This design comes from an exercise in tuning for small area, a short achievable clock period and few clock cycles per item on the open sky130 flow, not from production work. Where RTL was checked, it was by simulation tests only, not by an equivalence proof against the original.

Design md5, start of the top module:
module md5(
      input clk,
      input reset_n,
      input start,
      input [63:0] password,
      output reg done,
      output [127:0] passwd_hash
      );
reg [6:0] cnt;
reg [31:0] p, b, c, d;
reg idle;            
reg fin;             
reg [3:0] rsel;      
reg [3:0] xsel;      
reg [3:0] psel;      
wire [6:0] cnt_n = ~reset_n ? 7'd67 : idle ? (start ? 7'd0 : 7'd67) : cnt + 7'd1;
reg [3:0] xsel_n;
always @(*) begin
  case ({cnt_n[1:0], cnt_n[5:4]})
    4'd0: xsel_n = 4'b1000;
    4'd1: xsel_n = 4'b0010;
    4'd2: xsel_n = 4'b0001;
    4'd3: xsel_n = 4'b0100;
    4'd4: xsel_n = 4'b1000;
    4'd5: xsel_n = 4'b0001;
    4'd6: xsel_n = 4'b0100;
    4'd7: xsel_n = 4'b0010;
    4'd8: xsel_n = 4'b1000;
    4'd9: xsel_n = 4'b0001;
    4'd10: xsel_n = 4'b0100;
    4'd11: xsel_n = 4'b0010;
    4'd12: xsel_n = 4'b0100;
    4'd13: xsel_n = 4'b0001;
    4'd14: xsel_n = 4'b1000;
    4'd15: xsel_n = 4'b0010;
  endcase
end
always @(posedge clk) begin
  cnt <= cnt_n;
  idle <= (cnt_n == 7'd67);
  fin <= cnt_n[6] & (cnt_n != 7'd67);
  rsel <= cnt_n[6] ? 4'b0000 : (4'b0001 << cnt_n[5:4]);
  xsel <= xsel_n;
  psel <= 4'b0001 << cnt_n[1:0];
end
always @(posedge clk) begin
  if (~reset_n) done <= 1'b0;
  else done <= (cnt == 7'd66);
end
wire [31:0] m0 = {password[39:32], password[47:40], password[55:48], password[63:56]};
wire [31:0] m1 = {password[7:0], password[15:8], password[23:16], password[31:24]};
wire [31:0] tc;
  ...
For scale: roughly 2900 cells after synthesis, ~160 flip-flops, ~200 I/O pins.
==> flow/config.mk <==
export PLATFORM = sky130hd
export DESIGN_NAME = md5
export DESIGN_NICKNAME = md5
export VERILOG_FILES = /design/flow/design.v
export SDC_FILE = /design/flow/constraint.sdc
export NUM_CORES = 4
export LEC_CHECK = 0
export ABC_AREA = 1
export CAP_MARGIN = 20
export CORE_MARGIN = 2
export CORE_UTILIZATION = 45
export SLEW_MARGIN = 20
==> flow/constraint.sdc <==
create_clock -name core_clock -period 11.0 [get_ports {clk}]
set_input_delay 2.2000 -clock core_clock [delete_from_list [all_inputs] [get_ports {clk}]]
set_output_delay 2.2000 -clock core_clock [all_outputs]
set_load 0.01 [all_outputs]
standard.sh (not shown) runs the stock make flow with config.mk's settings and CLKGATE_MAP_FILE= SYNTH_SCRIPT=/design/flow/synth_recipe.tcl, a recipe that flattens the netlist after the stock synthesis.
==> flow/flow/run.sh <==
#!/bin/bash
set -euo pipefail
bash standard.sh \
  "BUFFER_PORTS_ARGS=-buffer_cell sky130_fd_sc_hd__buf_1" \
  SETUP_SLACK_MARGIN=6 \
  finish > make_finish.log 2>&1
Then changed:
--- a/flow/design.v
+++ b/flow/design.v
@@ -82,29 +82,24 @@
 assign tc[29] = (cnt == 7'd0) | (cnt == 7'd1) | (cnt == 7'd3) | (cnt == 7'd5) | (cnt == 7'd6) | (cnt == 7'd7) | (cnt == 7'd9) | (cnt == 7'd11) | (cnt == 7'd12) | (cnt == 7'd13) | (cnt == 7'd15) | (cnt == 7'd17) | (cnt == 7'd18) | (cnt == 7'd22) | (cnt == 7'd23) | (cnt == 7'd25) | (cnt == 7'd27) | (cnt == 7'd28) | (cnt == 7'd29) | (cnt == 7'd31) | (cnt == 7'd33) | (cnt == 7'd34) | (cnt == 7'd35) | (cnt == 7'd37) | (cnt == 7'd38) | (cnt == 7'd39) | (cnt == 7'd40) | (cnt == 7'd44) | (cnt == 7'd47) | (cnt == 7'd49) | (cnt == 7'd50) | (cnt == 7'd51) | (cnt == 7'd53) | (cnt == 7'd55) | (cnt == 7'd56) | (cnt == 7'd57) | (cnt == 7'd59) | (cnt == 7'd60) | (cnt == 7'd61) | (cnt == 7'd62) | (cnt == 7'd63) | (cnt == 7'd66) | (cnt == 7'd67);
 assign tc[30] = (cnt == 7'd0) | (cnt == 7'd2) | (cnt == 7'd3) | (cnt == 7'd4) | (cnt == 7'd6) | (cnt == 7'd7) | (cnt == 7'd9) | (cnt == 7'd11) | (cnt == 7'd12) | (cnt == 7'd14) | (cnt == 7'd15) | (cnt == 7'd16) | (cnt == 7'd18) | (cnt == 7'd19) | (cnt == 7'd21) | (cnt == 7'd22) | (cnt == 7'd24) | (cnt == 7'd25) | (cnt == 7'd26) | (cnt == 7'd28) | (cnt == 7'd29) | (cnt == 7'd31) | (cnt == 7'd33) | (cnt == 7'd34) | (cnt == 7'd36) | (cnt == 7'd37) | (cnt == 7'd40) | (cnt == 7'd41) | (cnt == 7'd43) | (cnt == 7'd44) | (cnt == 7'd46) | (cnt == 7'd47) | (cnt == 7'd48) | (cnt == 7'd50) | (cnt == 7'd51) | (cnt == 7'd53) | (cnt == 7'd55) | (cnt == 7'd56) | (cnt == 7'd58) | (cnt == 7'd59) | (cnt == 7'd62) | (cnt == 7'd63) | (cnt == 7'd66);
 assign tc[31] = (cnt == 7'd0) | (cnt == 7'd2) | (cnt == 7'd3) | (cnt == 7'd5) | (cnt == 7'd6) | (cnt == 7'd8) | (cnt == 7'd9) | (cnt == 7'd10) | (cnt == 7'd12) | (cnt == 7'd13) | (cnt == 7'd15) | (cnt == 7'd16) | (cnt == 7'd18) | (cnt == 7'd19) | (cnt == 7'd21) | (cnt == 7'd22) | (cnt == 7'd24) | (cnt == 7'd25) | (cnt == 7'd27) | (cnt == 7'd28) | (cnt == 7'd30) | (cnt == 7'd31) | (cnt == 7'd32) | (cnt == 7'd34) | (cnt == 7'd35) | (cnt == 7'd37) | (cnt == 7'd38) | (cnt == 7'd40) | (cnt == 7'd41) | (cnt == 7'd43) | (cnt == 7'd44) | (cnt == 7'd46) | (cnt == 7'd47) | (cnt == 7'd49) | (cnt == 7'd50) | (cnt == 7'd52) | (cnt == 7'd53) | (cnt == 7'd54) | (cnt == 7'd56) | (cnt == 7'd57) | (cnt == 7'd59) | (cnt == 7'd60) | (cnt == 7'd62) | (cnt == 7'd65) | (cnt == 7'd66);
 wire s0 = (cnt == 7'd18) | (cnt == 7'd40) | (cnt == 7'd47) | (cnt == 7'd67);
 wire s1 = (cnt == 7'd0) | (cnt == 7'd15) | (cnt == 7'd35) | (cnt == 7'd54);
 wire [31:0] msg = ({32{s0}} & m0) | ({32{s1}} & m1);
 wire [31:0] dop = {32{~idle}} & d;
 wire [31:0] p_next = dop + tc + msg;
+wire [31:0] cn = idle ? 32'h98badcfe : b;
+wire [31:0] dn = idle ? 32'h10325476 : c;
 wire [3:0] rn = cnt_n[6] ? 4'b0000 : (4'b0001 << cnt_n[5:4]);
-reg [3:0] rs1, rs2n, rs3n;
+reg [31:0] x1, x0;
 always @(posedge clk) begin
-  if (~reset_n) rs1 <= 4'b1111; else rs1 <= rn;
-  rs2n <= ~rn;
-  if (~reset_n) rs3n <= 4'b0000; else rs3n <= ~rn;
+  x1 <= ({32{rn[0]}} & cn) | ({32{rn[1]}} & (cn | dn)) | ({32{rn[2]}} & ~(cn ^ dn)) | ({32{rn[3]}} & ~cn);
+  x0 <= ({32{rn[0]}} & dn) | ({32{rn[1]}} & (cn & ~dn)) | ({32{rn[2]}} & (cn ^ dn)) | ({32{rn[3]}} & ~(cn ^ dn));
 end
-wire [31:0] r0 = {{8{~rs3n[0]}}, {8{~rs2n[0]}}, {8{rs1[0]}}, {8{rsel[0]}}};
-wire [31:0] r1 = {{8{~rs3n[1]}}, {8{~rs2n[1]}}, {8{rs1[1]}}, {8{rsel[1]}}};
-wire [31:0] r2 = {{8{~rs3n[2]}}, {8{~rs2n[2]}}, {8{rs1[2]}}, {8{rsel[2]}}};
-wire [31:0] r3 = {{8{~rs3n[3]}}, {8{~rs2n[3]}}, {8{rs1[3]}}, {8{rsel[3]}}};
-wire [31:0] x1 = (r0 & c) | (r1 & (c | d)) | (r2 & ~(c ^ d)) | (r3 & ~c);
-wire [31:0] x0 = (r0 & d) | (r1 & (c & ~d)) | (r2 & (c ^ d)) | (r3 & ~(c ^ d));
 wire [31:0] f = (b & x1) | (~b & x0);
 wire [31:0] t = p + f;
 wire [31:0] t1 = ({32{xsel[0]}} & t) | ({32{xsel[1]}} & {t[30:0], t[31]}) |
                  ({32{xsel[2]}} & {t[29:0], t[31:30]}) | ({32{xsel[3]}} & {t[28:0], t[31:29]});
 wire [31:0] rot = ({32{psel[0]}} & {t1[27:0], t1[31:28]}) | ({32{psel[1]}} & {t1[22:0], t1[31:23]}) |
                   ({32{psel[2]}} & {t1[17:0], t1[31:18]}) | ({32{psel[3]}} & {t1[11:0], t1[31:12]});
 wire [31:0] bop = {32{~fin}} & b;
 wire [31:0] sum = bop + rot;
Fmax increases by a few percent.
Synthesized cell count increases by a few percent.
Design area decreases by a few percent.
Sequential cell count increases by 48.
Wire length increases by a few percent.
Utilization decreases by 7.9 points.
Die area increases by a little under a tenth.
Testbench counts after the change, summed over its fixed seeds: cycles 13,056, hashes 192.
For the first run of this note, only the layout was checked, not whether the RTL still works.

separate check: timing with driven ports:
The results above use ideal ports. As a check the final layouts listed here were re-extracted and re-timed, cells and wires unchanged. Step 1 (the two cells are an assumption about what drives the block):
set clk [get_ports {clk}]
set_driving_cell -lib_cell sky130_fd_sc_hd__clkbuf_16 $clk
set_driving_cell -lib_cell sky130_fd_sc_hd__buf_2 [delete_from_list [all_inputs] $clk]
Step 2, shift: input delay + t, output delay - t, t = (earliest + latest rising clock arrival at the registers) / 2. This alone moves slack from input paths to output paths. Three values: ideal ports, drivers, drivers and shift; two values: the first two.
run	shift t [ns]	setup WS [ns]	worst slew at a driven data input, ns
the first run	0.520	5.721 / 5.721 / 5.721	0.04
the second run	0.611	5.942 / 5.942 / 5.804	0.04
After both steps every run listed still meets setup and hold. For the second run, which loses most, drivers alone change the setup slack by 0.000 ns; drivers and shift together by -0.138 ns.
